From an optimization exercise on the open Yosys and OpenROAD flow, aimed at small area and a short achievable clock period; shortcuts taken in it are not production practice. The RTL was checked by simulation tests, not by an equivalence proof against the original design. Power figures rest on the tool's default switching activity, not on a simulated workload.

`design.v`:
```
module ALU(
  input  wire[3:0]  OPC,
  input  wire[15:0] IN1,
  input  wire[15:0] IN2,
  input  wire       ICF,
  output wire[15:0] OUT,
  output wire       OCF
);
  wire [15:0] lx = IN1 ^ IN2;
  wire [15:0] la = IN1 & IN2;
  reg  [15:0] G, P, Gn, Pn;
  integer i, l;
  always @(*) begin
    G = la;
    P = lx;
    for (l = 0; l < 4; l = l + 1) begin
      Gn = G; Pn = P;
      for (i = 0; i < 16; i = i + 1)
        if (i >= (1 << l)) begin
          Gn[i] = G[i] | (P[i] & G[i - (1 << l)]);
          Pn[i] = P[i] & P[i - (1 << l)];
        end
      G = Gn; P = Pn;
    end
  end
  wire [15:0] cc = G | (P & {16{ICF}});    
  wire [16:0] sum = {cc[15], lx ^ {cc[14:0], ICF}};
  wire [3:0]  sa   = IN2[3:0];
  wire        left = ~OPC[1];
  wire [3:0]  k    = sa ^ {4{left}};
  wire [15:0] r1 = k[0] ? {IN1[0],   IN1[15:1]} : IN1;
  wire [15:0] r2 = k[1] ? {r1[1:0],  r1[15:2]}  : r1;
  wire [15:0] r3 = k[2] ? {r2[3:0],  r2[15:4]}  : r2;
  wire [15:0] r4 = k[3] ? {r3[7:0],  r3[15:8]}  : r3;
  wire        fill = OPC[0] & IN1[15];
  wire [15:0] t;    
  wire [15:0] sh;
  genvar j;
  generate
    for (j = 0; j < 16; j = j + 1) begin : g_sh
      assign t[j]  = (j >= sa);
      assign sh[j] = left ? (t[j] & r4[(j+1)%16])
                          : (t[15-j] ? r4[j] : fill);
    end
  endgenerate
  wire        snz = |sa;
  wire selSum = ~OPC[3] & ~OPC[2] & OPC[0];
  wire cEn    = ~OPC[3] & ~OPC[2] & ~OPC[1] & OPC[0];
  wire selX   = ~OPC[3] &  OPC[2] & ~OPC[0];
  wire selA   = ~OPC[3] &  OPC[2] & (OPC[1] | OPC[0]);
  wire selSh  =  OPC[3];
  assign OUT = ({16{selSum}} & sum[15:0])
             | ({16{selX}}   & lx)
             | ({16{selA}}   & la)
             | ({16{selSh}}  & sh);
  assign OCF = (cEn & sum[16])
             | (selSh & snz & (left ? r4[1] : r4[15]));
endmodule
module DCPU(
  input  wire       CLK,
  input  wire       RST,
  input  wire       EN,
  input  wire       Start,
  output wire[7:0]  InstMemAddr,
  input  wire[15:0] Inst,
  output wire[7:0]  DataMemAddr,
  input  wire[15:0] DataIn,
  output wire       DataMemWE,
  output wire[15:0] DataOut
);
  localparam [4:0] NOP  = 5'b00000, HALT = 5'b00001, LOAD = 5'b00010,
                   STORE= 5'b00011, CMP  = 5'b00100, BE   = 5'b00101,
                   JUMP = 5'b00110, JMPR = 5'b00111, BZ   = 5'b01000,
                   BNZ  = 5'b01001, BN   = 5'b01010, BNN  = 5'b01011,
                   BC   = 5'b01100, BNC  = 5'b01101, BB   = 5'b01110,
                   BS   = 5'b01111, ADD  = 5'b10000, ADDI = 5'b10001,
                   ADDC = 5'b10010, SUB  = 5'b10011, SUBI = 5'b10100,
                   SUBB = 5'b10101, INC  = 5'b10110, LDIL = 5'b10111,
                   LDIH = 5'b11000, XOR  = 5'b11001, AND  = 5'b11010,
                   OR   = 5'b11011, SLL  = 5'b11100, SLA  = 5'b11101,
                   SRL  = 5'b11110, SRA  = 5'b11111;
  localparam [3:0] A_ZERO = 4'b0000, A_ADD = 4'b0001, A_SUB = 4'b0011,
                   A_XOR  = 4'b0100, A_AND = 4'b0101, A_OR  = 4'b0110,
                   A_SLL  = 4'b1000, A_SRL = 4'b1010, A_SRA = 4'b1011;
  reg        state;           
  reg [7:0]  PC;
  reg        PCSt;
  reg [1:0]  BrSt;
  reg [15:0] IDIR;
  reg [4:0]  EXop;            
  reg [2:0]  EXrd;            
  reg [3:0]  EXOP;            
  reg        EXCF;            
  reg [15:0] EXRA, EXRB, EXSD;
  reg [4:0]  MRop;
  reg [2:0]  MRrd;
  reg [15:0] MRRC;
  reg        MRCF;
  reg        MRDW;
  reg [15:0] MRSD;
  reg        WBwe;            
  reg        WBhalt;          
  reg [2:0]  WBrd;
  reg [15:0] WBRC;
  reg [15:0] GR [0:7];
  wire [15:0] ALUOUT;
  wire        ALUOCF;
  ALU ALUM(.OPC(EXOP), .IN1(EXRA), .IN2(EXRB), .ICF(EXCF),
           .OUT(ALUOUT), .OCF(ALUOCF));
  assign InstMemAddr = PC;
  assign DataMemAddr = MRRC[7:0];
  assign DataMemWE   = MRDW;
  assign DataOut     = MRSD;
  wire run = state;
  always @(posedge CLK, posedge RST)
    if (RST) state <= 1'b0;
    else if (!state) state <= EN & Start;
    else             state <= EN & ~WBhalt;
  wire ctrlInst = (Inst[15:14] == 2'b01) | (Inst[15:11] == BE) |
                  (Inst[15:11] == JUMP)  | (Inst[15:11] == JMPR);
  wire mrZ = (MRRC == 16'b0);
  wire mrN = MRRC[15];
  wire take = (MRop == JUMP) | (MRop == JMPR) |
              (((MRop == BZ) | (MRop == BE)) &  mrZ) |
              ((MRop == BNZ) & ~mrZ) |
              (((MRop == BN) | (MRop == BS)) &  mrN) |
              (((MRop == BNN) | (MRop == BB)) & ~mrN) |
              ((MRop == BC)  &  MRCF) |
              ((MRop == BNC) & ~MRCF);
  wire stall = (Inst == 16'h0002) & ~PCSt;
  wire [15:0] nI   = (BrSt == 2'b00) ? Inst : 16'b0;
  wire [4:0]  nop  = nI[15:11];
  wire        nImm8 = (nop == BE) | (nop == JMPR) | (nop[4:3] == 2'b01) |
                      (nop == ADDI) | (nop == SUBI);
  wire [2:0]  nA   = nImm8 ? nI[10:8] : nI[6:4];
  wire [2:0]  nB   = (nop == STORE) ? nI[10:8] : nI[2:0];
  wire        wEX  = IDIR[15];
  wire        wMR  = EXop[4] | (EXop == LOAD);
  wire        wWB  = MRop[4] | (MRop == LOAD);
  wire        nSt   = (nop == STORE);
  wire        nLdi  = (nop == JUMP) | (nop == LDIL) | (nop == LDIH);
  wire        nRegB = ~((nop == LOAD) | nSt | nImm8 | nLdi | (nop == INC));
  reg         fAEX, fAMR, fAWB, fBEX, fBMR, fBWB;
  reg  [7:0]  IDa, IDb;       
  reg         IDregA;         
  reg         IDregB;         
  reg         IDst;           
  always @(posedge CLK, posedge RST)
    if (RST) begin
      fAEX <= 1'b0; fAMR <= 1'b0; fAWB <= 1'b0;
      fBEX <= 1'b0; fBMR <= 1'b0; fBWB <= 1'b0;
      IDa <= 8'b1; IDb <= 8'b1;
      IDregA <= 1'b1; IDregB <= 1'b1; IDst <= 1'b0;
    end else if (run) begin
      IDa    <= 8'b1 << nA;
      IDb    <= 8'b1 << nB;
      IDregA <= ~nLdi;
      IDregB <= nRegB;
      IDst   <= nSt;
      fAEX <= wEX & (nA == IDIR[10:8]);
      fAMR <= wMR & (nA == EXrd);
      fAWB <= wWB & (nA == MRrd);
      fBEX <= wEX & (nB == IDIR[10:8]);
      fBMR <= wMR & (nB == EXrd);
      fBWB <= wWB & (nB == MRrd);
    end
  always @(posedge CLK, posedge RST)
    if (RST) begin
      IDIR <= 16'b0; PC <= 8'b0; PCSt <= 1'b0; BrSt <= 2'b0;
    end else if (run) begin
      IDIR <= (BrSt == 2'b00) ? Inst : 16'b0;
      BrSt <= (BrSt == 2'b00) ? {1'b0, ctrlInst} : BrSt + 2'b01;
      if (take) begin
        PC <= MRRC[7:0]; PCSt <= 1'b0;
      end else if (stall) begin
        PCSt <= 1'b1;
      end else begin
        if (BrSt == 2'b00) PC <= PC + 8'd1;
        PCSt <= 1'b0;
      end
    end
  wire [4:0] iop = IDIR[15:11];
  wire [2:0] r1  = IDIR[10:8];
  wire [2:0] r2  = IDIR[6:4];
  wire [2:0] r3  = IDIR[2:0];
  wire d_ls    = (iop == LOAD) | (iop == STORE);
  wire d_store = (iop == STORE);
  wire d_imm8  = (iop == BE) | (iop == JMPR) | (iop[4:3] == 2'b01) |
                 (iop == ADDI) | (iop == SUBI);
  wire d_ldi   = (iop == JUMP) | (iop == LDIL) | (iop == LDIH);
  wire d_inc   = (iop == INC);
  wire regAu = IDregA;
  wire wbA   = fAWB & WBwe;
  wire wbB   = fBWB & WBwe;
  wire sAEX  = regAu & fAEX;
  wire sAMRa = regAu & ~fAEX & fAMR &  MRop[4];
  wire sAMRl = regAu & ~fAEX & fAMR & ~MRop[4];
  wire sAWB  = regAu & ~fAEX & ~fAMR & wbA;
  wire sAGR  = regAu & ~fAEX & ~fAMR & ~wbA;
  wire regBu = 1'b1;
  wire sBEX  = regBu & fBEX;
  wire sBMRa = regBu & ~fBEX & fBMR &  MRop[4];
  wire sBMRl = regBu & ~fBEX & fBMR & ~MRop[4];
  wire sBWB  = regBu & ~fBEX & ~fBMR & wbB;
  wire sBGR  = regBu & ~fBEX & ~fBMR & ~wbB;
  reg [15:0] grA, grB;
  integer n;
  always @(*) begin
    grA = 16'b0; grB = 16'b0;
    for (n = 0; n < 8; n = n + 1) begin
      grA = grA | ({16{IDa[n]}} & GR[n]);
      grB = grB | ({16{IDb[n]}} & GR[n]);
    end
  end
  wire [15:0] fwdA = ({16{sAEX}}  & ALUOUT) | ({16{sAMRa}} & MRRC) |
                     ({16{sAMRl}} & DataIn) | ({16{sAWB}}  & WBRC) | ({16{sAGR}} & grA);
  wire [15:0] fwdB = ({16{sBEX}}  & ALUOUT) | ({16{sBMRa}} & MRRC) |
                     ({16{sBMRl}} & DataIn) | ({16{sBWB}}  & WBRC) | ({16{sBGR}} & grB);
  wire [15:0] immB = d_ls               ? {12'b0, IDIR[3:0]} :
                     (iop == LDIH)      ? {IDIR[7:0], 8'b0}  :
                     (d_imm8 | d_ldi)   ? {8'b0, IDIR[7:0]}  : 16'b0;
  reg [3:0] dop;
  always @(*)
    case (iop)
      CMP:                    dop = A_ZERO;
      SUB, SUBI, SUBB:        dop = A_SUB;
      XOR:                    dop = A_XOR;
      AND:                    dop = A_AND;
      OR:                     dop = A_OR;
      SLL, SLA:               dop = A_SLL;
      SRL:                    dop = A_SRL;
      SRA:                    dop = A_SRA;
      default:                dop = A_ADD;
    endcase
  wire dcf = ((iop == ADDC) &  MRCF) | ((iop == SUBB) & ~MRCF) |
             (iop == SUB) | (iop == SUBI) | (iop == INC);
  always @(posedge CLK, posedge RST)
    if (RST) begin
      EXop <= 5'b0; EXrd <= 3'b0; EXOP <= A_ZERO; EXCF <= 1'b0;
      EXRA <= 16'b0; EXRB <= 16'b0; EXSD <= 16'b0;
    end else if (run) begin
      EXop <= iop;
      EXrd <= r1;
      EXOP <= dop;
      EXCF <= dcf;
      EXRA <= fwdA;
      EXRB <= (({16{IDregB}} & fwdB) | immB) ^ {16{dop == A_SUB}};
      EXSD <= {16{IDst}} & fwdB;
    end
  always @(posedge CLK, posedge RST)
    if (RST) begin
      MRop <= 5'b0; MRrd <= 3'b0; MRRC <= 16'b0; MRCF <= 1'b0;
      MRDW <= 1'b0; MRSD <= 16'b0;
    end else if (run) begin
      MRop <= EXop;
      MRrd <= EXrd;
      MRRC <= ALUOUT;
      MRCF <= ALUOCF;
      MRDW <= (EXop == STORE);
      MRSD <= EXSD;
    end
  always @(posedge CLK, posedge RST)
    if (RST) begin
      WBwe <= 1'b0; WBhalt <= 1'b0; WBrd <= 3'b0; WBRC <= 16'b0;
    end else begin
      WBwe   <= run & wWB;
      WBhalt <= run & (MRop == HALT);
      WBrd   <= MRrd;
      WBRC   <= (MRop == LOAD) ? DataIn : MRRC;
    end
  genvar g;
  generate
    for (g = 0; g < 8; g = g + 1) begin : g_gr
      always @(posedge CLK, posedge RST)
        if (RST)                              GR[g] <= 16'b0;
        else if (run & WBwe & (WBrd == g))    GR[g] <= WBRC;
    end
  endgenerate
endmodule
```
`constraint.sdc`:
```
create_clock -name core_clock -period 5.0 [get_ports {CLK}]
set_input_delay 1.0000 -clock core_clock [delete_from_list [all_inputs] [get_ports {CLK}]]
set_output_delay 1.0000 -clock core_clock [all_outputs]
set_load 0.01 [all_outputs]
```
`config.mk`:
```
export PLATFORM = sky130hd
export DESIGN_NAME = DCPU
export DESIGN_NICKNAME = DCPU
export VERILOG_FILES = /design/flow/design.v
export SDC_FILE = /design/flow/constraint.sdc
export NUM_CORES = 4
export LEC_CHECK = 0
export ABC_AREA = 1
export CAP_MARGIN = 20
export CORE_MARGIN = 2
export CORE_UTILIZATION = 40
export SETUP_SLACK_MARGIN = 2.7
export SLEW_MARGIN = 20
```
`run.sh`:
```
#!/bin/bash
# synth_recipe.tcl (not shown) runs the flow's synth.tcl, then flattens the netlist and writes it again
# the make line also repeats each setting of config.mk as NAME=value (left out here)
make -C /OpenROAD-flow-scripts/flow DESIGN_CONFIG=/design/flow/config.mk WORK_HOME=/design/flow/orfs CLKGATE_MAP_FILE= SYNTH_SCRIPT=/design/flow/synth_recipe.tcl finish
```
==> impl_metrics.toml, run 1 <==
[sta]
slew_headroom_pct = 31.5
final-max-slew-violation-count = 0
fin_tns_setup_ps = 0
setup_viol = 0
clock_skew_ps = 34.1
period_share_pct = 50.9
clock.fmax_mhz = 393
worst_hold_slack_ps = 402
tightest_slew_ps = 1030
hold_viol = 0
post-route-min-period_ps = 2540
rsz0062_at_grt = "yes"

[drt]
ant_nets = 0
drcViolationCount = 0
wl_per_cell_um = 22.2
first_iter_violations = 2012
via_count = 18700
drt-pass1-iter-count = 6
post_drt_via_cell_ratio = 5.95
wl_mm = 69.6

[place]
dp.cells = 2942
portBuffers = 68
hpwl_mm = 45.0
gp_congestion = 0.974
placed_cell_area_um2 = 18600

[power]
swShare_pct = 46.7
p_int_uw = 7120
vdd_drop_max_mv = 0.333
power_frac_seq_pct = 29.1
power_density_nw_per_um2 = 576
leakage_uw = 0.0105
pwr-share-clk_pct = 19.1
p_switching_uw = 6240
p_comb_share_pct = 51.8

[floorplanning]
dieArea_um2 = 45700
die_h_um = 214
fp-row-count = 76
core_area_um2 = 43300
dieWidth_um = 214
num_io_pins = 69
start_util_pct = 40.7

[hold_path]
hp-class = "reg -> reg"

[synth]
synth_top_area_share_pct = 42.8
syn_area_um2 = 17600
ys_async_sr_fraction_pct = 100
seq_area_frac_synth_pct = 43.4
synthTopCellsByArea = "dfrtp_1, nand2_1, o21ai_0"
ys_ff_latch = 305
synth.distinct_cells = 49
yosysTopAreaCell = "dfrtp_1"
synth_edf_count = 0
syn_inst = 2405
synth_warnings = 3
syn-num-nets = 2461
synth_flop_cell = "dfrtp_1"
synth_area_per_cell_um2 = 7.32
synth_top_cells_by_count = "nand2_1, dfrtp_1, o21ai_0"
yosysMostFrequentCell = "nand2_1"

[status]
status = "no timing/DRC/antenna violations"

[critical_path]
reg2reg_from = "EXOP[1]"
crit_start = "EXOP[1]"
slowest_delay_ps = 530
crit_fanout = 8
rrSetupSlack_ps = 2460
critPathSlowestCell = "dfrtp_4"
required_ps = 5420
rr_endpoint = "EXRB[6]"
r2r_cells = 18
setup.worst_path.class = "reg -> reg"
end_kind = "register"
cp_cell_sequence = "buf_8, xor2_4, buf_12, buf_16, clkinv_16, nand3_4, nand3_4, nand3_1, nand2_1, nand3_2, nand2_4, nand2_1, nand2_2, nand2_2, nand2_1, nand2_1, nand3_1, nand2_1"
cp-endpoint = "EXRB[6]"
crit_arrival_ps = 2970
cp_common_cell = "nand2_1"
crit_path_start_kind = "register"

[clock_tree]
numCtsBuffers = 35
cts.path.max_buffers = 3
clkTransAtPathRegs_ps = 60
clkLatencyLatePin_ps = 550
postCtsHoldBufs = 0
cts.htree.levels = 2
numClockSinks = 305
clockRootBuffer = "clkbuf_16"
cts_tree = "built"

[final_layout]
drive_above_1_share_pct = 23.9
area_delta_synth_final_pct = 31.7
post-route-util_pct = 53.6
fin_cells = 3135
fin_nets = 2580
final_area_um2 = 23200

[global_route]
grt_max_degree = 101
grt_pass1_vias = 17700
overflow = 0
grt_pass1_wl_mm = 104
groute.usage.overall_pct = 29.9
antenna_found_initial = 1

[flow_run]
cap_violations = 0
sequential cells by signal (all words and copies together) (netlist names), 3 cells and up:
signal,count
GR,128
EXRA,16
EXRB,16
EXSD,16
IDIR,16
MRRC,16
MRSD,16
WBRC,16
IDa,8
IDb,8
PC,8
EXop,5
MRop,5
EXOP,4
EXrd,3
MRrd,3
WBrd,3
how the worst min path moves through the flow:
| stage | start | slack, ps | cells past startpoint | endpoint |
|---|---|---|---|---|
| after floorplan | MRrd[0] | 370 | 0 | WBrd[0] |
| after global placement | MRrd[0] | 380 | 0 | WBrd[0] |
| after detailed placement | MRrd[0] | 390 | 0 | WBrd[0] |
| after CTS | MRrd[0] | 410 | 0 | WBrd[0] |
| after global routing | MRrd[0] | 420 | 0 | WBrd[0] |
| final | MRrd[0] | 400 | 0 | WBrd[0] |
cells in the final DEF, fill, tap and decap left out, types with 30 or more instances in the layout:
master	count
clkdlybuf4s50_1	30
a221oi_1	46
a22o_1	38
o21ai_0	268
nor2_1	72
nand3_1	89
dfrtp_1	267
nand2_1	641
nor3_1	34
a21oi_1	74
nand3_2	100
clkbuf_16	36
inv_1	184
o22ai_1	40
nand3_4	48
nand2_2	87
buf_4	107
dfrtp_2	30
cell families after synthesis:
| group | Yosys count | synth area share (%) |
|---|---|---|
| and+or+nand+nor | 1151 | 27.2 |
| AOI/OAI and AO/OA | 568 | 19.2 |
| buffers and inverters | 342 | 7.83 |
| DFF | 305 | 43.4 |
| adders and majority gates | 20 | 1.46 |
| xor gates and xnor gates | 19 | 0.988 |
what timing repair did:
action                     CTS  global route
gates resized for setup    387           210
setup endpoints to repair  198           144
setup buffers               89            33
pin swaps                   69           103
cloned                       7             1
hold endpoints to repair     0             0
per-layer routing:
| layer | vias to the layer above | part of all wire (%) | track usage (%) |
|---|---|---|---|
| met2 | 945 | 45 | 46.0 |
| met5 | - | 0 | 0 |
| met4 | 0 | 5.1 | 14.8 |
| met1 | 9077 | 42 | 41.0 |
| met3 | 222 | 8.3 | 5.08 |
| li1 | 8410 | - | - |
worst max-delay path, delay by kind of cell, from the launching register on:
kind,cells,cell delay [ps]
xor+xnor,1,190
buf+inv,4,550
flops,1,530
simple gates,13,1140
power by group through the flow:
stage / Combinational [µW] / Clock [µW] / Sequential [µW]
3_5_place_dp: 4260 / 0 / 3870
3_3_place_gp: 4240 / 0 / 3870
6_report: 6920 / 2550 / 3890
5_1_grt: 7400 / 2670 / 3950
2_1_floorplan: 3180 / 0 / 3380
4_1_cts: 5720 / 2580 / 3840
stage by stage:
stage	power (µW)	setup slack, ps
2_1_floorplan	6560	-53.7
3_3_place_gp	8110	1450
3_5_place_dp	8130	1430
4_1_cts	12100	2450
5_1_grt	14000	2360
6_report	13400	2460
final cells by class:
cell class | instances | area, µm²
antenna | 1 | 2.50
fill | 4025 | 20100
multi-input combinational | 1760 | 10700
timing repair buffer | 210 | 2010
sequential | 305 | 7690
clock buffer | 49 | 1020
clock inverter | 13 | 109
timing repair inverter | 4 | 57.6
inverter | 208 | 858
tap | 585 | 732
==> inputs of run 2 (changes only) <==
--- a/design.v
+++ b/design.v
@@ -214,7 +214,7 @@
   end
   wire [15:0] fwdA = ({16{sAEX}}  & ALUOUT) | ({16{sAMRa}} & MRRC) |
                      ({16{sAMRl}} & DataIn) | ({16{sAWB}}  & WBRC) | ({16{sAGR}} & grA);
-  wire [15:0] fwdB = ({16{sBEX}}  & ALUOUT) | ({16{sBMRa}} & MRRC) |
+  wire [15:0] oB   = ({16{sBMRa}} & MRRC) |
                      ({16{sBMRl}} & DataIn) | ({16{sBWB}}  & WBRC) | ({16{sBGR}} & grB);
   wire [15:0] immB = d_ls               ? {12'b0, IDIR[3:0]} :
                      (iop == LDIH)      ? {IDIR[7:0], 8'b0}  :
@@ -232,6 +232,8 @@
       SRA:                    dop = A_SRA;
       default:                dop = A_ADD;
     endcase
+  wire dsub = (dop == A_SUB);
+  wire bEXr = sBEX & IDregB;     
   wire dcf = ((iop == ADDC) &  MRCF) | ((iop == SUBB) & ~MRCF) |
              (iop == SUB) | (iop == SUBI) | (iop == INC);
   always @(posedge CLK, posedge RST)
@@ -244,8 +246,9 @@
       EXOP <= dop;
       EXCF <= dcf;
       EXRA <= fwdA;
-      EXRB <= (({16{IDregB}} & fwdB) | immB) ^ {16{dop == A_SUB}};
-      EXSD <= {16{IDst}} & fwdB;
+      EXRB <= ({16{bEXr}} & (ALUOUT ^ {16{dsub}})) |
+              ({16{~bEXr}} & ((({16{IDregB}} & oB) | immB) ^ {16{dsub}}));
+      EXSD <= ({16{sBEX & IDst}} & ALUOUT) | ({16{IDst}} & oB);
     end
   always @(posedge CLK, posedge RST)
     if (RST) begin
--- a/config.mk
+++ b/config.mk
@@ -9,5 +9,5 @@
 export CAP_MARGIN = 20
 export CORE_MARGIN = 2
 export CORE_UTILIZATION = 40
-export SETUP_SLACK_MARGIN = 2.7
+export SETUP_SLACK_MARGIN = 2.5
 export SLEW_MARGIN = 20
==> impl_metrics.toml, run 2 <==
[power]
vdd_drop_max_mv = 0.332
p_int_uw = 6520
leakage_uw = 0.00970
total_power_uw = 12100
pwr-share-clk_pct = 21.8
p_comb_share_pct = 45.2
power_frac_seq_pct = 33.0
power_density_nw_per_um2 = 567
p_switching_uw = 5560
swShare_pct = 46.0

[place]
gp_congestion = 0.957
dp.cells = 3050
portBuffers = 68
hpwl_mm = 46.6

[clock_tree]
postCtsHoldBufs = 0
cts.htree.levels = 2
clkLatencyLatePin_ps = 540
cts.path.max_buffers = 3
cts_tree = "built"
clockRootBuffer = "clkbuf_16"
clkTransAtPathRegs_ps = 60
numCtsBuffers = 36
numClockSinks = 305

[drt]
via_count = 18300
highest_layer = "met4"
drcViolationCount = 0
post_drt_via_cell_ratio = 5.76
drt-pass1-iter-count = 8
first_iter_violations = 2223
ant_nets = 0
wl_met1_mm = 29.0
wl_per_cell_um = 21.3
route.met3.wl_mm = 6.07
wl_met2_mm = 29.8
wl_mm = 67.5

[final_layout]
largest-register = "GR"
fin_cells = 3170
largest_register_ffs = 128
fin_nets = 2607
drive_above_1_share_pct = 11.2
layout_common_cells = "nand2_1, dfrtp_1, o21ai_0"
final_common_cell = "nand2_1"
post-route-util_pct = 48.2
area_delta_synth_final_pct = 19.1
n_antenna_cell = 0

[critical_path]
path_delay_family = "buffers and inverters"
end_kind = "output pin"
rrSetupSlack_ps = 2610
setup.worst_path.class = "reg -> out"
r2r_cells = 17
reg2reg_from = "EXRB[1]"
cp_num_buf_inv = 1
crit_arrival_ps = 1450
cp_cell_sequence = "clkdlybuf4s50_1"
slowest_delay_ps = 550
critPathSlowestCell = "clkdlybuf4s50_1"
crit_fanout = 2
required_ps = 4000
rr_endpoint = "EXRB[7]"
crit_path_start_kind = "register"

[synth]
synth_area_per_cell_um2 = 7.16
synth_top_area_share_pct = 42.1
yosysMostFrequentCell = "nand2_1"
synth_warnings = 3
syn_area_um2 = 17900
ys_ff_latch = 305
yosysTopAreaCell = "dfrtp_1"
seq_area_frac_synth_pct = 42.7
syn_inst = 2499
syn-num-nets = 2555
synth_top_cells_by_count = "nand2_1, dfrtp_1, o21ai_0"
synth_flop_cell = "dfrtp_1"
synth.distinct_cells = 51
synthTopCellsByArea = "dfrtp_1, nand2_1, o21ai_0"
synth_edf_count = 0
ys_async_sr_fraction_pct = 100

[floorplanning]
die_h_um = 216
dieWidth_um = 216
num_io_pins = 69
dieArea_um2 = 46500
core_area_um2 = 44200
fp-row-count = 77
start_util_pct = 40.5

[sta]
hold_viol = 0
setup_viol = 0
worst_hold_slack_ps = 462
period_share_pct = 49.0
clock.fmax_mhz = 408
slew_headroom_pct = 33.5
final-max-slew-violation-count = 0
tightest_slew_ps = 998
rsz0062_at_grt = "yes"
post-route-min-period_ps = 2450
clock_skew_ps = 15.0

[global_route]
overflow = 0
grt_pass1_wl_mm = 103
grt_max_degree = 69
groute.usage.overall_pct = 28.7
grt_pass1_vias = 17300
antenna_found_initial = 0

[hold_path]
hp-class = "reg -> reg"
whs_endpoint = "WBrd[1]"
hp-start = "MRrd[1]"
whs_path_depth = 0

[status]
status = "no timing/DRC/antenna violations"

[flow_run]
cap_violations = 0
-- run 2: cell families (layout without fill, tap and decap cells) --
kind of cell             after synthesis  count (layout)  synth area share [%]
adder cells (fa/ha/maj)               20              20                  1.44
AO/OA/AOI/OAI                        555             555                  17.8
AND/OR/NAND/NOR                     1249            1250                  29.0
XOR/XNOR                              17              17                  1.15
buffers and inverters                353             431                  7.94
flip-flops                           305             305                  42.7
-- run 2: worst max path at each step --
stage               startpoint          end  slack [ps]  cells past startpoint
global placement      Inst[14]         fBEX        1780                      8
global route          Inst[11]         fAWB        2410                      8
floorplan                  RST      BrSt[0]         -50                      1
detailed placement    Inst[14]         fBEX        1740                      8
finish                MRSD[13]  DataOut[13]        2550                      1
CTS                    EXRA[5]      EXSD[6]        2500                     12
-- run 2: per-layer routing --
layer  global-route usage, %  vias to the layer above
li1                        -                     8471
met5                       0                        -
met1                    40.4                     8683
met3                    4.30                      160
met4                    11.3                        0
met2                    44.3                      956
-- run 2: area by class of cell --
type                    count  area [µm²]
well taps                 592         741
flip-flops and latches    305        7680
clock inverters            12         120
clock buffers              53        1050
repair buffers            145        1430
inverters                 221         877
fillers                  4397       22900
multi-input cells        1842        9430
-- run 2: power groups by stage --
| stage | clock network [µW] | logic [µW] | registers, µW |
|---|---|---|---|
| final | 2630 | 5460 | 3990 |
| after global routing | 2770 | 5990 | 4060 |
| after CTS | 2660 | 4970 | 3940 |
| after detailed placement | 0 | 4630 | 3980 |
| after global placement | 0 | 4640 | 3970 |
| after floorplan | 0 | 3390 | 3480 |
-- run 2: through the flow --
step	area [µm²]	TNS, ps	setup WS (ps)
after floorplan	17900	-16170	-53.7
after global placement	18900	0	1780
after detailed placement	19000	0	1740
after CTS	20700	0	2500
after global routing	21300	0	2410
final	21300	0	2550
-- run 2: repair_timing --
item                                    CTS  global route
buffers inserted                         26            28
endpoints found under the setup margin  107            91
gates resized for setup                  91            99
pin swaps                                 9            22
gates cloned                              0             1
==> inputs of run 3 (changes only) <==
--- a/config.mk
+++ b/config.mk
@@ -9,5 +9,5 @@
 export CAP_MARGIN = 20
 export CORE_MARGIN = 2
 export CORE_UTILIZATION = 40
-export SETUP_SLACK_MARGIN = 2.5
+export SETUP_SLACK_MARGIN = 2.3
 export SLEW_MARGIN = 20
==> impl_metrics.toml, run 3 <==
[status]
status = "no timing/DRC/antenna violations"

[drt]
drt-pass1-iter-count = 9
ant_nets = 0
first_iter_violations = 2270
via_count = 18100
drcViolationCount = 0
wl_mm = 66.9
wl_per_cell_um = 21.3
post_drt_via_cell_ratio = 5.76

[power]
vdd_drop_max_mv = 0.341
p_switching_uw = 5420
p_comb_share_pct = 43.5
power_frac_seq_pct = 33.9
p_int_uw = 6270
leakage_uw = 0.00943
swShare_pct = 46.4
pwr-share-clk_pct = 22.6
power_density_nw_per_um2 = 564
total_power_uw = 11700

[synth]
yosysTopAreaCell = "dfrtp_1"
synth_edf_count = 0
synth_warnings = 3
synthTopCellsByArea = "dfrtp_1, nand2_1, o21ai_0"
synth_area_per_cell_um2 = 7.16
synth_top_area_share_pct = 42.1
ys_ff_latch = 305
syn_area_um2 = 17900
synth.distinct_cells = 51
synth_top_cells_by_count = "nand2_1, dfrtp_1, o21ai_0"
syn-num-nets = 2555
syn_inst = 2499
ys_async_sr_fraction_pct = 100
synth_flop_cell = "dfrtp_1"
yosysMostFrequentCell = "nand2_1"
seq_area_frac_synth_pct = 42.7

[final_layout]
post-route-util_pct = 46.9
fin_nets = 2582
largest_register_ffs = 128
n_antenna_cell = 0
area_delta_synth_final_pct = 15.7
drive_above_1_share_pct = 7.83
layout_common_cells = "nand2_1, dfrtp_1, o21ai_0"
largest-register = "GR"
final_area_um2 = 20700
final_common_cell = "nand2_1"

[critical_path]
cp_num_buf_inv = 1
slowest_delay_ps = 600
reg2reg_from = "EXRA[0]"
r2r_cells = 12
setup.worst_path.class = "reg -> out"
critPathSlowestCell = "clkdlybuf4s50_1"
path_delay_family = "buffers and inverters"
cp_cell_sequence = "clkdlybuf4s50_1"
required_ps = 4000
crit_path_start_kind = "register"
rr_endpoint = "EXSD[6]"
end_kind = "output pin"
rrSetupSlack_ps = 2370
crit_fanout = 4
crit_arrival_ps = 1640

[global_route]
grt_pass1_wl_mm = 102
grt_pass1_vias = 17200
grt_max_degree = 69
antenna_found_initial = 0
groute.usage.overall_pct = 28.3
overflow = 0

[floorplanning]
fp-row-count = 77
core_area_um2 = 44200
dieArea_um2 = 46500
num_io_pins = 69
dieWidth_um = 216
start_util_pct = 40.5
die_h_um = 216

[sta]
clock_skew_ps = 17.4
rsz0062_at_grt = "yes"
tightest_slew_ps = 975
clock.fmax_mhz = 379
period_share_pct = 52.8
fin_tns_setup_ps = 0
setup_ws_ps = 2360
post-route-min-period_ps = 2640
slew_headroom_pct = 35.0
final-max-slew-violation-count = 0
hold_viol = 0
setup_viol = 0

[hold_path]
whs_path_depth = 0
hp-class = "reg -> reg"
hp-start = "MRrd[1]"
whs_endpoint = "WBrd[1]"

[clock_tree]
cts.path.max_buffers = 3
clockRootBuffer = "clkbuf_16"
clkTransAtPathRegs_ps = 60
numClockSinks = 305
clkLatencyLatePin_ps = 540
cts.htree.levels = 2
numCtsBuffers = 36
postCtsHoldBufs = 0
cts_tree = "built"

[place]
gp_congestion = 0.957
hpwl_mm = 46.6
placed_cell_area_um2 = 19000
place_ws_ps = 1740
portBuffers = 68

[flow_run]
cap_violations = 0
==> run 3: worst max path at each step <==
| stage | startpoint | endpoint | slack, ps | depth (start not counted) |
|---|---|---|---|---|
| 2_1_floorplan | RST | BrSt[0] | -50 | 1 |
| 5_1_grt | Inst[14] | IDb[6] | 2230 | 7 |
| 6_report | MRRC[6] | DataMemAddr[6] | 2360 | 1 |
| 4_1_cts | EXOP[1] | EXSD[2] | 2260 | 13 |
| 3_5_place_dp | Inst[14] | fBEX | 1740 | 8 |
| 3_3_place_gp | Inst[14] | fBEX | 1780 | 8 |
==> run 3: repair_timing <==
action / in CTS / in global routing
setup buffers: 6 / 23
gates cloned: 0 / 1
gates resized for setup: 21 / 63
endpoints found under the setup margin: 69 / 94
pin swaps: 3 / 9
==> run 3: per-stage QoR <==
stage | hold slack (ps) | std cells
5_1_grt | 483 | 3145
2_1_floorplan | 374 | 2499
4_1_cts | 469 | 3121
3_3_place_gp | 457 | 3049
6_report | 460 | 3145
3_5_place_dp | 451 | 3050
==> run 3: layer usage <==
layer | global-route usage (%) | routed length, µm | vias up
met3 | 4.03 | 5500 | 153
met1 | 40.1 | 29300 | 8655
met2 | 43.8 | 29600 | 898
met5 | 0 | 0 | -
li1 | - | - | 8396
met4 | 11.2 | 2620 | 0
==> run 3: area by class of cell <==
class                           count  area, µm²
Timing Repair Buffer              120       1180
Sequential cell                   305       7660
Multi-Input combinational cell   1842       9110
Tap cell                          592        741
Clock inverter                     12        120
Inverter                          221        861
Clock buffer                       53       1050
Fill cell                        4454      23500
==> run 3: cells by family after synthesis <==
group	count (synthesis)	synth area share, %
xor gates and xnor gates	17	1.15
AOI/OAI and AO/OA	555	17.8
DFF	305	42.7
buffers and inverters	353	7.94
adders and majority gates	20	1.44
and+or+nand+nor	1249	29.0
==> run 3: power by group through the flow <==
stage	clock network [µW]	registers [µW]	logic, µW
after CTS	2660	3950	4720
after detailed placement	0	3980	4630
after global placement	0	3970	4640
after floorplan	0	3480	3390
after global routing	2770	4040	5580
final	2640	3970	5080
==> inputs of run 4 (changes only) <==
--- a/config.mk
+++ b/config.mk
@@ -9,5 +9,5 @@
 export CAP_MARGIN = 20
 export CORE_MARGIN = 2
 export CORE_UTILIZATION = 40
-export SETUP_SLACK_MARGIN = 2.3
+export SETUP_SLACK_MARGIN = 2.4
 export SLEW_MARGIN = 20
==> impl_metrics.toml, run 4 <==
[status]
status = "no timing/DRC/antenna violations"

[drt]
via_count = 18200
drcViolationCount = 0
drt-pass1-iter-count = 6
wl_mm = 67.2
post_drt_via_cell_ratio = 5.76
wl_per_cell_um = 21.3
first_iter_violations = 2388
ant_nets = 0

[critical_path]
cp_num_buf_inv = 1
setup.worst_path.class = "reg -> out"
required_ps = 4000
rrSetupSlack_ps = 2480
critPathSlowestCell = "clkdlybuf4s50_1"
crit_arrival_ps = 1560
slowest_delay_ps = 570
crit_path_start_kind = "register"
path_delay_family = "buffers and inverters"
cp_cell_sequence = "clkdlybuf4s50_1"
crit_fanout = 5
end_kind = "output pin"

[floorplanning]
die_h_um = 216
dieArea_um2 = 46500
core_area_um2 = 44200
num_io_pins = 69
dieWidth_um = 216
start_util_pct = 40.5
fp-row-count = 77

[synth]
ys_async_sr_fraction_pct = 100
synthTopCellsByArea = "dfrtp_1, nand2_1, o21ai_0"
synth.distinct_cells = 51
synth_top_area_share_pct = 42.1
seq_area_frac_synth_pct = 42.7
syn_area_um2 = 17900
yosysMostFrequentCell = "nand2_1"
synth_flop_cell = "dfrtp_1"
synth_top_cells_by_count = "nand2_1, dfrtp_1, o21ai_0"
syn_inst = 2499
synth_area_per_cell_um2 = 7.16
syn-num-nets = 2555
synth_edf_count = 0
yosysTopAreaCell = "dfrtp_1"
ys_ff_latch = 305
synth_warnings = 3

[power]
leakage_uw = 0.00949
swShare_pct = 46.1
p_switching_uw = 5500
power_density_nw_per_um2 = 568
total_power_uw = 11900
p_comb_share_pct = 44.4
p_int_uw = 6440
vdd_drop_max_mv = 0.340
power_frac_seq_pct = 33.5
pwr-share-clk_pct = 22.1

[flow_run]
cap_violations = 0

[final_layout]
largest-register = "GR"
largest_register_ffs = 128
drive_above_1_share_pct = 9.52
post-route-util_pct = 47.6
final_area_um2 = 21000
layout_common_cells = "nand2_1, dfrtp_1, o21ai_0"
area_delta_synth_final_pct = 17.5
fin_nets = 2593
n_antenna_cell = 0
final_common_cell = "nand2_1"

[sta]
tightest_slew_ps = 969
rsz0062_at_grt = "yes"
period_share_pct = 51.1
clock_skew_ps = 15.3
slew_headroom_pct = 35.4
setup_viol = 0
post-route-min-period_ps = 2560
final-max-slew-violation-count = 0
fin_tns_setup_ps = 0
clock.fmax_mhz = 391
hold_viol = 0

[global_route]
overflow = 0
grt_pass1_vias = 17200
grt_max_degree = 69
groute.usage.overall_pct = 28.4
antenna_found_initial = 0
grt_pass1_wl_mm = 102

[clock_tree]
cts.htree.levels = 2
cts_tree = "built"
clkTransAtPathRegs_ps = 60
clkLatencyLatePin_ps = 540
numClockSinks = 305
cts.path.max_buffers = 3
postCtsHoldBufs = 0
clockRootBuffer = "clkbuf_16"
numCtsBuffers = 36

[place]
hpwl_mm = 46.6
placed_cell_area_um2 = 19000
gp_congestion = 0.957
portBuffers = 68

[hold_path]
hp-class = "reg -> reg"
-- run 4: cell types whose count changed in the layout (fill, tap and decap cells not counted), sizes merged --
cell           previous run  this run
buf                      52        64
clkinvlp                 11        13
inv                     215       213
clkdlybuf4s50            68        67
dlymetal6s2s              0         1
nand2                   833       832
-- run 4: power groups by stage --
stage / registers (µW) / logic, µW / clock network [µW]
after floorplan: 3480 / 3390 / 0
after global placement: 3970 / 4640 / 0
after detailed placement: 3980 / 4630 / 0
after CTS: 3940 / 4820 / 2660
after global routing: 4070 / 5820 / 2770
final: 4000 / 5300 / 2640
-- run 4: through the flow --
step | hold slack [ps] | setup slack [ps] | cells
after floorplan | 374 | -53.7 | 2499
after global placement | 457 | 1780 | 3049
after detailed placement | 451 | 1740 | 3050
after CTS | 469 | 2380 | 3130
after global routing | 483 | 2360 | 3156
final | 463 | 2440 | 3156
-- run 4: area by class of cell --
cell class | instances | area, µm²
fillers | 4409 | 23200
multi-input cells | 1841 | 9280
flip-flops and latches | 305 | 7670
repair buffers | 132 | 1290
clock buffers | 53 | 1050
inverters | 221 | 873
well taps | 592 | 741
clock inverters | 12 | 120
-- run 4: cells by family (layout without fill, tap and decap cells) --
group	count (synthesis)	in the layout	share of synthesized area, %
XOR/XNOR	17	17	1.15
buffers and inverters	353	418	7.94
AO/OA/AOI/OAI	555	555	17.8
flip-flops	305	305	42.7
adder cells (fa/ha/maj)	20	20	1.44
AND/OR/NAND/NOR	1249	1249	29.0
-- run 4: final timing paths --
kind / to / from / cells after the start
setup reg to reg: EXRA[3] / IDregA / 6
setup / recovery: DataMemAddr[5] / MRRC[5] / 1
max in group asynchronous: GR[4][2] / RST / 3
min in group asynchronous: GR[0][9] / RST / 2
hold reg to reg: WBrd[1] / MRrd[1] / 0
hold / removal: WBrd[1] / MRrd[1] / 0
-- run 4: routing by layer --
metal  vias to the layer above  track usage, %  wire, µm
li1                       8425               -         -
met1                      8688            39.9     29200
met2                       910            43.9     29800
met3                       157            4.51      5660
met4                         0            11.1      2550
met5                         -               0         0
-- run 4: what timing repair did --
item / CTS / global route
buffers inserted: 15 / 26
hold endpoints to repair: 0 / 0
setup endpoints to repair: 88 / 98
resized for setup: 41 / 90
pin swaps: 5 / 12
==> inputs of run 5 (changes only) <==
--- a/config.mk
+++ b/config.mk
@@ -9,5 +9,5 @@
 export CAP_MARGIN = 20
 export CORE_MARGIN = 2
 export CORE_UTILIZATION = 40
-export SETUP_SLACK_MARGIN = 2.4
+export SETUP_SLACK_MARGIN = 2.6
 export SLEW_MARGIN = 20
==> impl_metrics.toml, run 5 <==
[status]
status = "no timing/DRC/antenna violations"

[sta]
tightest_slew_ps = 951
rsz0062_at_grt = "yes"
final-max-slew-violation-count = 0
hold_viol = 0
fin_tns_setup_ps = 0
slew_headroom_pct = 36.6
period_share_pct = 47.1
clock.fmax_mhz = 424
clock_skew_ps = 15.3
post-route-min-period_ps = 2360
setup_viol = 0

[final_layout]
final_common_cell = "nand2_1"
area_delta_synth_final_pct = 21.8
layout_common_cells = "nand2_1, dfrtp_1, o21ai_0"
drive_above_1_share_pct = 14.2
fin_nets = 2633
multi_input_area_um2 = 9670
nFillCells = 4348
n_antenna_cell = 0
largest_register_ffs = 128
seqCellArea_um2 = 7690
fin_cells = 3196
largest-register = "GR"

[critical_path]
cp_cell_sequence = "inv_1, nor3_1, nand2_2, a21oi_1, a2111oi_0, a21oi_1"
setup.worst_path.class = "reg -> reg"
cp_common_cell = "a21oi_1"
cp_num_buf_inv = 1
critPathSlowestCell = "dfstp_2"
rrSetupSlack_ps = 2640
required_ps = 5450
crit_arrival_ps = 2800
crit_fanout = 16
worst-path-stages = 6
crit_path_start_kind = "register"
end_kind = "register"
rr_endpoint = "EXRA[3]"
reg2reg_from = "IDregA"
crit_start = "IDregA"
slowest_delay_ps = 520
path_delay_family = "simple AND/OR/NAND/NOR gates"
r2r_cells = 6

[hold_path]
hp-start = "MRrd[1]"
whs_path_depth = 0
whs_endpoint = "WBrd[1]"
hp-class = "reg -> reg"

[synth]
synth_warnings = 3
synth_area_per_cell_um2 = 7.16
syn-num-nets = 2555
yosysTopAreaCell = "dfrtp_1"
seq_area_frac_synth_pct = 42.7
syn_inst = 2499
yosysMostFrequentCell = "nand2_1"
synth_top_cells_by_count = "nand2_1, dfrtp_1, o21ai_0"
synth.distinct_cells = 51
synth_edf_count = 0
synthTopCellsByArea = "dfrtp_1, nand2_1, o21ai_0"
synth_flop_cell = "dfrtp_1"
syn_area_um2 = 17900
ys_ff_latch = 305
synth_top_area_share_pct = 42.1
ys_async_sr_fraction_pct = 100

[drt]
post_drt_via_cell_ratio = 5.79
via_count = 18500
first_iter_violations = 2327
wl_per_cell_um = 21.4
drt-pass1-iter-count = 7
drcViolationCount = 0
ant_nets = 0
wl_mm = 68.4

[floorplanning]
dieWidth_um = 216
start_util_pct = 40.5
dieArea_um2 = 46500
fp-row-count = 77
die_h_um = 216
core_area_um2 = 44200
num_io_pins = 69

[clock_tree]
numCtsBuffers = 36
cts.htree.levels = 2
cts.path.max_buffers = 3
clockRootBuffer = "clkbuf_16"
clkTransAtPathRegs_ps = 60
numClockSinks = 305
cts_tree = "built"
clkLatencyLatePin_ps = 540

[power]
p_switching_uw = 5750
power_density_nw_per_um2 = 570
swShare_pct = 46.2
vdd_drop_max_mv = 0.332
leakage_uw = 0.00994
power_frac_seq_pct = 32.0
p_int_uw = 6680
pwr-share-clk_pct = 21.2
p_comb_share_pct = 46.8

[place]
hpwl_mm = 46.6
portBuffers = 68
dp.cells = 3050
gp_congestion = 0.957

[global_route]
grt_max_degree = 69
overflow = 0
antenna_found_initial = 0
grt_pass1_wl_mm = 104
groute.usage.overall_pct = 28.9
grt_pass1_vias = 17400

[flow_run]
cap_violations = 0
## run 5: cell types whose count changed in the layout (fill, tap and decap cells not counted), moves of 9 or more
cell             change
buf_4               +31
clkdlybuf4s50_1     -37
dfrtp_1             -13
dfrtp_2             +11
dlygate4sd2_1       +33
inv_1               -14
inv_2                +9
nand2_1             -16
nand2_2             +10
nand3_1             -26
nand3_2             +24
nor2_1               -9
## run 5: repair_timing
action,4_1_cts,5_1_grt
buffers inserted,36,42
hold buffers,0,0
setup endpoints to repair,128,90
resized for setup,152,136
pin swaps,17,30
cloned,1,2
## run 5: cell families after synthesis
group | after synthesis | synth area share (%)
compound gates | 555 | 17.8
xor+xnor | 17 | 1.15
fa+ha+maj | 20 | 1.44
buf+inv | 353 | 7.94
flops | 305 | 42.7
simple gates | 1249 | 29.0
## run 5: layout make-up
class                   instances  area share, %
clock buffers                  53           4.84
clock inverters                12          0.551
inverters                     221           4.06
multi-input cells            1842           44.4
flip-flops and latches        305           35.3
well taps                     592           3.40
repair buffers                170           7.49
repair inverters                1         0.0287
## run 5: metal layers
| layer | GRT usage, % | share of wire [%] | routed length [µm] |
|---|---|---|---|
| met1 | 41.0 | 42 | 29000 |
| met2 | 44.6 | 44 | 30400 |
| met3 | 4.31 | 9.2 | 6300 |
| met4 | 11.3 | 4.0 | 2700 |
| met5 | 0 | 0 | 0 |
## run 5: worst max path at each step
stage,end,slack [ps]
2_1_floorplan,BrSt[0],-50
3_3_place_gp,fBEX,1780
3_5_place_dp,fBEX,1740
4_1_cts,EXSD[2],2540
5_1_grt,EXRB[11],2540
6_report,EXRA[3],2640
## run 5: power by group through the flow
stage / Clock, µW / Combinational, µW / Sequential [µW]
finish: 2630 / 5820 / 3980
global route: 2770 / 6340 / 4050
CTS: 2660 / 5130 / 3950
detailed placement: 0 / 4630 / 3980
global placement: 0 / 4640 / 3970
floorplan: 0 / 3390 / 3480
## run 5: through the flow
stage / utilization, % / hold slack [ps] / cell area (µm²) / setup slack (ps) / power (µW)
2_1_floorplan: - / 374 / 17900 / -53.7 / 6870
3_5_place_dp: 42.9 / 451 / 19000 / 1740 / 8610
6_report: 49.3 / 468 / 21800 / 2640 / 12400
3_3_place_gp: 42.8 / 457 / 18900 / 1780 / 8610
4_1_cts: 47.3 / 469 / 20900 / 2540 / 11700
5_1_grt: 49.3 / 483 / 21800 / 2540 / 13200
==> inputs of run 6 (changes only) <==
--- a/config.mk
+++ b/config.mk
@@ -9,5 +9,6 @@
 export CAP_MARGIN = 20
 export CORE_MARGIN = 2
 export CORE_UTILIZATION = 40
+export PLACE_DENSITY = 0.75
 export SETUP_SLACK_MARGIN = 2.6
 export SLEW_MARGIN = 20
==> impl_metrics.toml, run 6 <==
[critical_path]
end_kind = "register"
crit_start = "EXRB[0]"
crit_fanout = 8
crit_arrival_ps = 2840
setup.worst_path.class = "reg -> reg"
required_ps = 5440
crit_path_start_kind = "register"
reg2reg_from = "EXRB[0]"

[drt]
wl_per_cell_um = 21.4
drcViolationCount = 0
post_drt_via_cell_ratio = 5.94
drt-pass1-iter-count = 6
ant_nets = 0
via_count = 18800
first_iter_violations = 2551
wl_mm = 67.9

[global_route]
antenna_found_initial = 0
grt_util_met3_pct = 4.14
grtUsageMet1_pct = 38.6
grt_pass1_vias = 17600
overflow = 0
grt_max_degree = 120
grt_pass1_wl_mm = 103
grt.met2_usage_pct = 43.0
top_usage_layer = "met2"
groute.usage.overall_pct = 28.1

[synth]
ys_async_sr_fraction_pct = 100
synth_flop_cell = "dfrtp_1"
yosysMostFrequentCell = "nand2_1"
syn_area_um2 = 17900
synthTopCellsByArea = "dfrtp_1, nand2_1, o21ai_0"
seq_area_frac_synth_pct = 42.7
ys_ff_latch = 305
syn-num-nets = 2555
synth_warnings = 3
synth_edf_count = 0
synth_area_per_cell_um2 = 7.16
synth.distinct_cells = 51
yosysTopAreaCell = "dfrtp_1"
synth_top_area_share_pct = 42.1
syn_inst = 2499
synth_top_cells_by_count = "nand2_1, dfrtp_1, o21ai_0"

[clock_tree]
cts.htree.levels = 1
clkLatencyLatePin_ps = 580
cts_tree = "built"
numCtsBuffers = 31
postCtsHoldBufs = 0
numClockSinks = 305
cts.path.max_buffers = 3
clkTransAtPathRegs_ps = 60
clockRootBuffer = "clkbuf_16"

[final_layout]
largest-register = "GR"
drive_above_1_share_pct = 14.5
final_area_um2 = 21700
nFillCells = 4233
layout_common_cells = "nand2_1, dfrtp_1, o21ai_0"
area_delta_synth_final_pct = 20.9
largest_register_ffs = 128
n_antenna_cell = 0
final_common_cell = "nand2_1"
fin_nets = 2605

[power]
power_density_nw_per_um2 = 593
leakage_uw = 0.00983
total_power_uw = 12800
vdd_drop_max_mv = 0.330

[place]
gp_congestion = 0.997
placed_cell_area_um2 = 18900
hpwl_mm = 46.1
portBuffers = 68

[sta]
post-route-min-period_ps = 2400
period_share_pct = 48.1
clock.fmax_mhz = 416
clock_skew_ps = 14.3
tightest_slew_ps = 1000
final-max-slew-violation-count = 0
hold_viol = 0
fin_tns_setup_ps = 0
rsz0062_at_grt = "yes"
setup_viol = 0
slew_headroom_pct = 33.2

[floorplanning]
die_h_um = 216
start_util_pct = 40.5
core_area_um2 = 44200
fp-row-count = 77
dieArea_um2 = 46500
dieWidth_um = 216
num_io_pins = 69

[status]
status = "no timing/DRC/antenna violations"

[flow_run]
cap_violations = 0

[hold_path]
hp-start = "MRrd[1]"
hp-class = "reg -> reg"
[run 6: path summary, 6_finish.rpt]
path | endpoint | slack, ps | depth (start not counted)
setup / recovery | EXSD[0] | 2600 | 14
hold / removal | WBrd[1] | 450 | 0
setup reg to reg | EXSD[0] | 2600 | 14
hold reg to reg | WBrd[1] | 450 | 0
max in group asynchronous | MRRC[3] | 2950 | 3
min in group asynchronous | GR[4][12] | 930 | 2
[run 6: layer usage]
layer  vias to the layer above  part of all wire, %
met4                         0                  5.9
li1                       8456                    -
met2                      1146                   44
met5                         -                    0
met3                       238                   10
met1                      8948                   40
[run 6: logic make-up (layout without fill, tap and decap cells)]
logic type / count (synthesis) / count (layout) / synth area share (%)
AO/OA/AOI/OAI: 555 / 555 / 17.8
XOR/XNOR: 17 / 17 / 1.15
adder cells (fa/ha/maj): 20 / 20 / 1.44
buffers and inverters: 353 / 425 / 7.94
flip-flops: 305 / 305 / 42.7
AND/OR/NAND/NOR: 1249 / 1251 / 29.0
[run 6: worst max-delay path, cell delays in order (launching register included)]
cell,delay (ps)
dfrtp_2,460
buf_12,160
clkinvlp_4,120
nand2_4,150
nand2_4,100
nand2_1,100
nand3_1,110
nand2_1,80
nand2_1,90
nand3_1,140
nand3_1,110
nand3_2,100
nand2_4,110
a21oi_1,300
o21ai_1,100
[run 6: cell type report]
class / count / area, µm² / share of cell area (%)
tap: 592 / 741 / 3.42
multi-input combinational: 1843 / 9870 / 45.6
sequential: 305 / 7680 / 35.5
clock inverter: 12 / 135 / 0.624
timing repair inverter: 1 / 6.26 / 0.0289
timing repair buffer: 146 / 1420 / 6.54
inverter: 221 / 890 / 4.11
clock buffer: 45 / 908 / 4.20
[run 6: stage by stage]
stage | cells | utilization [%] | hold slack, ps | setup slack, ps
finish | 3165 | 49.0 | 451 | 2600
global route | 3165 | 49.0 | 454 | 2510
CTS | 3120 | 46.4 | 452 | 2530
detailed placement | 3039 | 42.7 | 455 | 1750
global placement | 3039 | 42.7 | 438 | 1830
floorplan | 2499 | - | 374 | -53.7
[run 6: power by group]
part	switching, µW	internal, µW	leakage (µW)	total [µW]
registers	907	3090	0.00404	3990
logic	4220	2200	0.00527	6420
clock network	1010	1410	0.000524	2420
total	6130	6700	0.00983	12800
[run 6: what timing repair did]
action / 4_1_cts / 5_1_grt
setup endpoints to repair: 143 / 88
gates resized for setup: 138 / 187
pin swaps: 6 / 31
gates cloned: 2 / 2
setup buffers: 22 / 43
==> inputs of run 7 (changes only) <==
--- a/config.mk
+++ b/config.mk
@@ -9,6 +9,6 @@
 export CAP_MARGIN = 20
 export CORE_MARGIN = 2
 export CORE_UTILIZATION = 40
-export PLACE_DENSITY = 0.75
+export PLACE_DENSITY = 0.45
 export SETUP_SLACK_MARGIN = 2.6
 export SLEW_MARGIN = 20
==> impl_metrics.toml, run 7 <==
[sta]
final-max-slew-violation-count = 0
period_share_pct = 47.8
rsz0062_at_grt = "yes"
worst_hold_slack_ps = 441
clock_skew_ps = 19.9
tightest_slew_ps = 1130
clock.fmax_mhz = 418
post-route-min-period_ps = 2390
setup_viol = 0
slew_headroom_pct = 24.7
hold_viol = 0
setup_ws_ps = 2610

[clock_tree]
postCtsHoldBufs = 0
cts.htree.levels = 2
cts.path.max_buffers = 3
clkLatencyLatePin_ps = 560
clkTransAtPathRegs_ps = 60
numCtsBuffers = 38
numClockSinks = 305
clockRootBuffer = "clkbuf_16"
cts_tree = "built"

[critical_path]
rrSetupSlack_ps = 2610
cp-endpoint = "EXSD[6]"
worst-path-stages = 13
crit_path_start_kind = "register"
setup.worst_path.class = "reg -> reg"
path_delay_family = "simple AND/OR/NAND/NOR gates"
cp_cell_sequence = "buf_12, buf_4, xor2_4, buf_12, nand3_1, nand3_1, nand3_1, nand3_1, nand2_1, nand3_1, nand2_1, a21oi_1, o21ai_0"
rr_endpoint = "EXSD[6]"
end_kind = "register"
slowest_delay_ps = 390
crit_start = "EXRB[1]"
crit_fanout = 16
reg2reg_from = "EXRB[1]"
cp_common_cell = "nand3_1"
required_ps = 5400
critPathSlowestCell = "dfrtp_1"
cp_num_buf_inv = 3
r2r_cells = 13
crit_arrival_ps = 2790

[place]
placed_cell_area_um2 = 18900
portBuffers = 68
hpwl_mm = 49.7
place_ws_ps = 1710
gp_congestion = 0.950

[synth]
syn_area_um2 = 17900
synth_edf_count = 0
synth_flop_cell = "dfrtp_1"
seq_area_frac_synth_pct = 42.7
synth_warnings = 3
yosysMostFrequentCell = "nand2_1"
synth-simple-area-share_pct = 29.0
syn_inst = 2499
ys_async_sr_fraction_pct = 100
synthAdderAreaFrac_pct = 1.44
synth_top_cells_by_count = "nand2_1, dfrtp_1, o21ai_0"
synth_top_area_share_pct = 42.1
synth_top_family_by_area = "simple AND/OR/NAND/NOR gates"
synth-xor-area-share_pct = 1.15
synth_area_per_cell_um2 = 7.16
synthTopCellsByArea = "dfrtp_1, nand2_1, o21ai_0"
yosysTopAreaCell = "dfrtp_1"
synth.distinct_cells = 51
ys_ff_latch = 305
syn-num-nets = 2555
synth.mux.area_fraction_pct = 0
synth_compound_area_share_pct = 17.8

[final_layout]
final_area_um2 = 22200
area_delta_synth_final_pct = 24.2
post-route-util_pct = 50.3
fin_nets = 2647
largest_register_ffs = 128
layout_common_cells = "nand2_1, dfrtp_1, o21ai_0"
seqCellArea_um2 = 7690
n_antenna_cell = 0
final_common_cell = "nand2_1"
largest-register = "GR"
multi_input_area_um2 = 10000
drive_above_1_share_pct = 17.5
nFillCells = 4400

[drt]
highest_layer = "met4"
route.met3.wl_mm = 5.46
first_iter_violations = 1912
wl_per_cell_um = 23.0
wl_mm = 73.7
ant_nets = 0
drcViolationCount = 0
via_count = 18500
post_drt_via_cell_ratio = 5.77
wl_met1_mm = 33.8
drt-pass1-iter-count = 5
wl_met2_mm = 32.6

[floorplanning]
core_area_um2 = 44200
num_io_pins = 69
start_util_pct = 40.5
dieWidth_um = 216
die_h_um = 216
fp-row-count = 77
dieArea_um2 = 46500

[hold_path]
whs_path_depth = 0
hp-class = "reg -> reg"

[power]
vdd_drop_max_mv = 0.319
total_power_uw = 13000
leakage_uw = 0.0101
power_density_nw_per_um2 = 584

[global_route]
grt_pass1_wl_mm = 109
grt_max_degree = 150
overflow = 0
groute.usage.overall_pct = 30.9
grt_pass1_vias = 17200
antenna_found_initial = 2

[flow_run]
cap_violations = 0

[status]
status = "no timing/DRC/antenna violations"
## run 7: cell counts after synthesis
No cell type changed its count.
## run 7: worst min-delay path by stage
stage	end	slack, ps	from
2_1_floorplan	WBrd[1]	370	MRrd[1]
3_3_place_gp	WBrd[1]	430	MRrd[1]
3_5_place_dp	WBrd[1]	420	MRrd[1]
4_1_cts	WBrd[1]	440	MRrd[1]
5_1_grt	WBrd[1]	470	MRrd[1]
6_report	WBrd[1]	440	MRrd[1]
## run 7: power breakdown
part	total, µW	internal, µW	switching, µW
clock network	2750	1640	1110
logic	6180	2150	4030
registers	4040	3090	954
total	13000	6880	6090
## run 7: per-stage QoR
stage / cells / setup TNS [ps]
floorplan: 2499 / -16170
global placement: 3047 / 0
detailed placement: 3047 / 0
CTS: 3172 / 0
global route: 3208 / 0
finish: 3208 / 0
## run 7: cells by family (layout without fill, tap and decap cells)
group,Yosys count,after routing
and+or+nand+nor,1249,1251
AOI/OAI and AO/OA,555,555
buffers and inverters,353,468
DFF,305,305
adders and majority gates,20,20
xor gates and xnor gates,17,17
## run 7: final cells by class
cell class	instances	area share, %
sequential	305	34.6
tap	592	3.33
multi-input combinational	1843	45.1
inverter	221	3.96
clock inverter	11	0.647
timing repair buffer	181	7.46
clock buffer	54	4.82
timing repair inverter	1	0.0338
## run 7: what timing repair did
item / in CTS / in global routing
gates resized for setup: 174 / 202
hold endpoints to repair: 0 / 0
setup endpoints to repair: 128 / 88
pin swaps: 26 / 68
setup buffers: 56 / 36
cloned: 4 / 0
## run 7: layer usage
metal / vias up / track usage, %
met5: - / 0
met3: 103 / 4.54
met4: 0 / 9.01
li1: 8549 / -
met1: 9030 / 46.0
met2: 823 / 46.6
==> inputs of run 8 (changes only) <==
--- a/config.mk
+++ b/config.mk
@@ -9,6 +9,6 @@
 export CAP_MARGIN = 20
 export CORE_MARGIN = 2
 export CORE_UTILIZATION = 40
-export PLACE_DENSITY = 0.45
 export SETUP_SLACK_MARGIN = 2.6
 export SLEW_MARGIN = 20
+export TNS_END_PERCENT = 50
==> impl_metrics.toml, run 8 <==
[status]
status = "no timing/DRC/antenna violations"

[critical_path]
setup.worst_path.class = "reg -> out"
rrSetupSlack_ps = 2580
required_ps = 4000
r2r_cells = 6
crit_path_start_kind = "register"
critPathSlowestCell = "clkdlybuf4s50_1"
path_delay_family = "buffers and inverters"
rr_endpoint = "EXRA[3]"
cp_cell_sequence = "clkdlybuf4s50_1"
cp_num_buf_inv = 1
end_kind = "output pin"
reg2reg_from = "IDregA"
crit_arrival_ps = 1530
crit_fanout = 4
slowest_delay_ps = 570

[drt]
post_drt_via_cell_ratio = 5.81
drt-pass1-iter-count = 6
wl_per_cell_um = 21.5
via_count = 18500
wl_mm = 68.4
drcViolationCount = 0
ant_nets = 0
first_iter_violations = 2196

[sta]
tightest_slew_ps = 986
clock.fmax_mhz = 395
clock_skew_ps = 19.6
post-route-min-period_ps = 2530
hold_viol = 0
setup_ws_ps = 2470
rsz0062_at_grt = "yes"
period_share_pct = 50.7
final-max-slew-violation-count = 0
fin_tns_setup_ps = 0
setup_viol = 0
slew_headroom_pct = 34.3

[final_layout]
area_delta_synth_final_pct = 21.9
nFillCells = 4322
largest-register = "GR"
drive_above_1_share_pct = 13.8
final_common_cell = "nand2_1"
n_antenna_cell = 0
seqCellArea_um2 = 7700
layout_common_cells = "nand2_1, dfrtp_1, o21ai_0"
largest_register_ffs = 128
multi_input_area_um2 = 9710
fin_nets = 2626

[floorplanning]
core_area_um2 = 44200
die_h_um = 216
num_io_pins = 69
start_util_pct = 40.5
dieWidth_um = 216
dieArea_um2 = 46500
fp-row-count = 77

[power]
leakage_uw = 0.00986
vdd_drop_max_mv = 0.335
power_density_nw_per_um2 = 568

[hold_path]
whs_endpoint = "WBrd[1]"
whs_path_depth = 0
hp-class = "reg -> reg"
hp-start = "MRrd[1]"

[global_route]
antenna_found_initial = 0
grt_pass1_wl_mm = 104
grt_max_degree = 69
overflow = 0
groute.usage.overall_pct = 28.9
grt_pass1_vias = 17400

[clock_tree]
clkLatencyLatePin_ps = 540
cts.path.max_buffers = 3
clockRootBuffer = "clkbuf_16"
clkTransAtPathRegs_ps = 70
numCtsBuffers = 36
cts.htree.levels = 2
numClockSinks = 305
cts_tree = "built"
postCtsHoldBufs = 0

[synth]
synth_top_area_share_pct = 42.1
synth_top_cells_by_count = "nand2_1, dfrtp_1, o21ai_0"
synthTopCellsByArea = "dfrtp_1, nand2_1, o21ai_0"
ys_async_sr_fraction_pct = 100
syn-num-nets = 2555
synth_flop_cell = "dfrtp_1"
synth_edf_count = 0
synth_warnings = 3
yosysTopAreaCell = "dfrtp_1"
seq_area_frac_synth_pct = 42.7
ys_ff_latch = 305
syn_inst = 2499
yosysMostFrequentCell = "nand2_1"
synth.distinct_cells = 51
synth_area_per_cell_um2 = 7.16
syn_area_um2 = 17900

[place]
place_ws_ps = 1740
portBuffers = 68
hpwl_mm = 46.6
gp_congestion = 0.957

[flow_run]
cap_violations = 0
## run 8: cell counts after synthesis
No cell type changed its count.
## run 8: layer usage
layer  wire, µm  part of all wire (%)  vias to the layer above  track usage, %
met3       6000                   8.8                      173            4.30
met4       2650                   3.9                        0            11.3
met5          0                     0                        -               0
met2      30500                    45                      957            44.5
li1           -                     -                     8504               -
met1      29300                    43                     8888            40.9
## run 8: metrics by stage
step | std cells | cell area, µm² | hold slack (ps) | total power (µW) | utilization [%]
6_report | 3189 | 21800 | 461 | 12400 | 49.3
5_1_grt | 3189 | 21800 | 483 | 13100 | 49.3
4_1_cts | 3147 | 20900 | 469 | 11700 | 47.2
3_5_place_dp | 3050 | 19000 | 451 | 8610 | 42.9
3_3_place_gp | 3049 | 18900 | 457 | 8610 | 42.8
2_1_floorplan | 2499 | 17900 | 374 | 6870 | -
## run 8: layout make-up
class / instances / share of cell area [%]
Multi-Input combinational cell: 1842 / 44.5
Sequential cell: 305 / 35.3
Timing Repair Buffer: 163 / 7.42
Clock buffer: 53 / 4.83
Inverter: 221 / 4.02
Tap cell: 592 / 3.39
Clock inverter: 12 / 0.550
Timing Repair inverter: 1 / 0.0287
## run 8: what timing repair did
| item | in CTS | in global routing |
|---|---|---|
| hold endpoints to repair | 0 | 0 |
| buffers inserted | 31 | 40 |
| gates cloned | 1 | 2 |
| endpoints found under the setup margin | 128 | 124 |
| gates resized for setup | 116 | 138 |
| pin swaps | 16 | 22 |
## run 8: where the power goes
group / leakage, µW / switching, µW / internal, µW
Combinational: 0.00527 / 3740 / 2040
Clock: 0.000561 / 1110 / 1530
Sequential: 0.00403 / 880 / 3090
## run 8: how the worst max path moves through the flow
stage / from / end / slack (ps) / cells past startpoint
after CTS: MRRC[6] / DataMemAddr[6] / 2450 / 1
after floorplan: RST / BrSt[0] / -50 / 1
after global routing: MRRC[0] / DataMemAddr[0] / 2460 / 1
final: PC[6] / InstMemAddr[6] / 2470 / 1
after detailed placement: Inst[14] / fBEX / 1740 / 8
after global placement: Inst[14] / fBEX / 1780 / 8
## run 8: logic make-up (layout without fill, tap and decap cells)
kind of cell | count (synthesis) | in the layout | synth area share, %
adders and majority gates | 20 | 20 | 1.44
AOI/OAI and AO/OA | 555 | 555 | 17.8
buffers and inverters | 353 | 450 | 7.94
and+or+nand+nor | 1249 | 1250 | 29.0
xor gates and xnor gates | 17 | 17 | 1.15
DFF | 305 | 305 | 42.7

-- separate check: timing with driven ports --
The flow's constraints put no driver on any port. The routed layouts listed below were extracted and timed again, unchanged, in two steps. Step 1 assumes that a clkbuf_16 drives the clock port and a buf_2 every other input. Step 2 times the ports against the registers' clock, not the clock port: input delays grow and output delays shrink by t, the midpoint of the rising clock arrivals with the driver on. a / b / c = no drivers / after step 1 / after step 2; a / b = the first two.
run	shift t [ns]	slack for setup (ns)	hold slack, ns	worst data-port slew with drivers (ns)
run 1	0.589	2.456 / 2.456 / 2.072	0.402 / 0.402 / 0.402	0.04
run 2	0.583	2.548 / 2.494 / 2.052	0.462 / 0.462 / 0.462	0.04
run 3	0.583	2.362 / 2.309 / 1.879	0.460 / 0.460 / 0.460	0.04
run 4	0.584	2.443 / 2.390 / 1.995	0.463 / 0.463 / 0.463	0.04
run 5	0.583	2.644 / 2.628 / 2.290	0.468 / 0.468 / 0.468	0.04
run 6	0.623	2.597 / 2.564 / 2.085	0.451 / 0.451 / 0.451	0.05
run 7	0.604	2.610 / 2.610 / 2.044	0.441 / 0.441 / 0.441	0.04
run 8	0.583	2.466 / 2.411 / 2.259	0.461 / 0.461 / 0.461	0.04
After both steps every run listed still meets setup and hold. The setup slack of run 7, which loses most, moves by 0.000 ns with the drivers and by -0.566 ns with both steps.
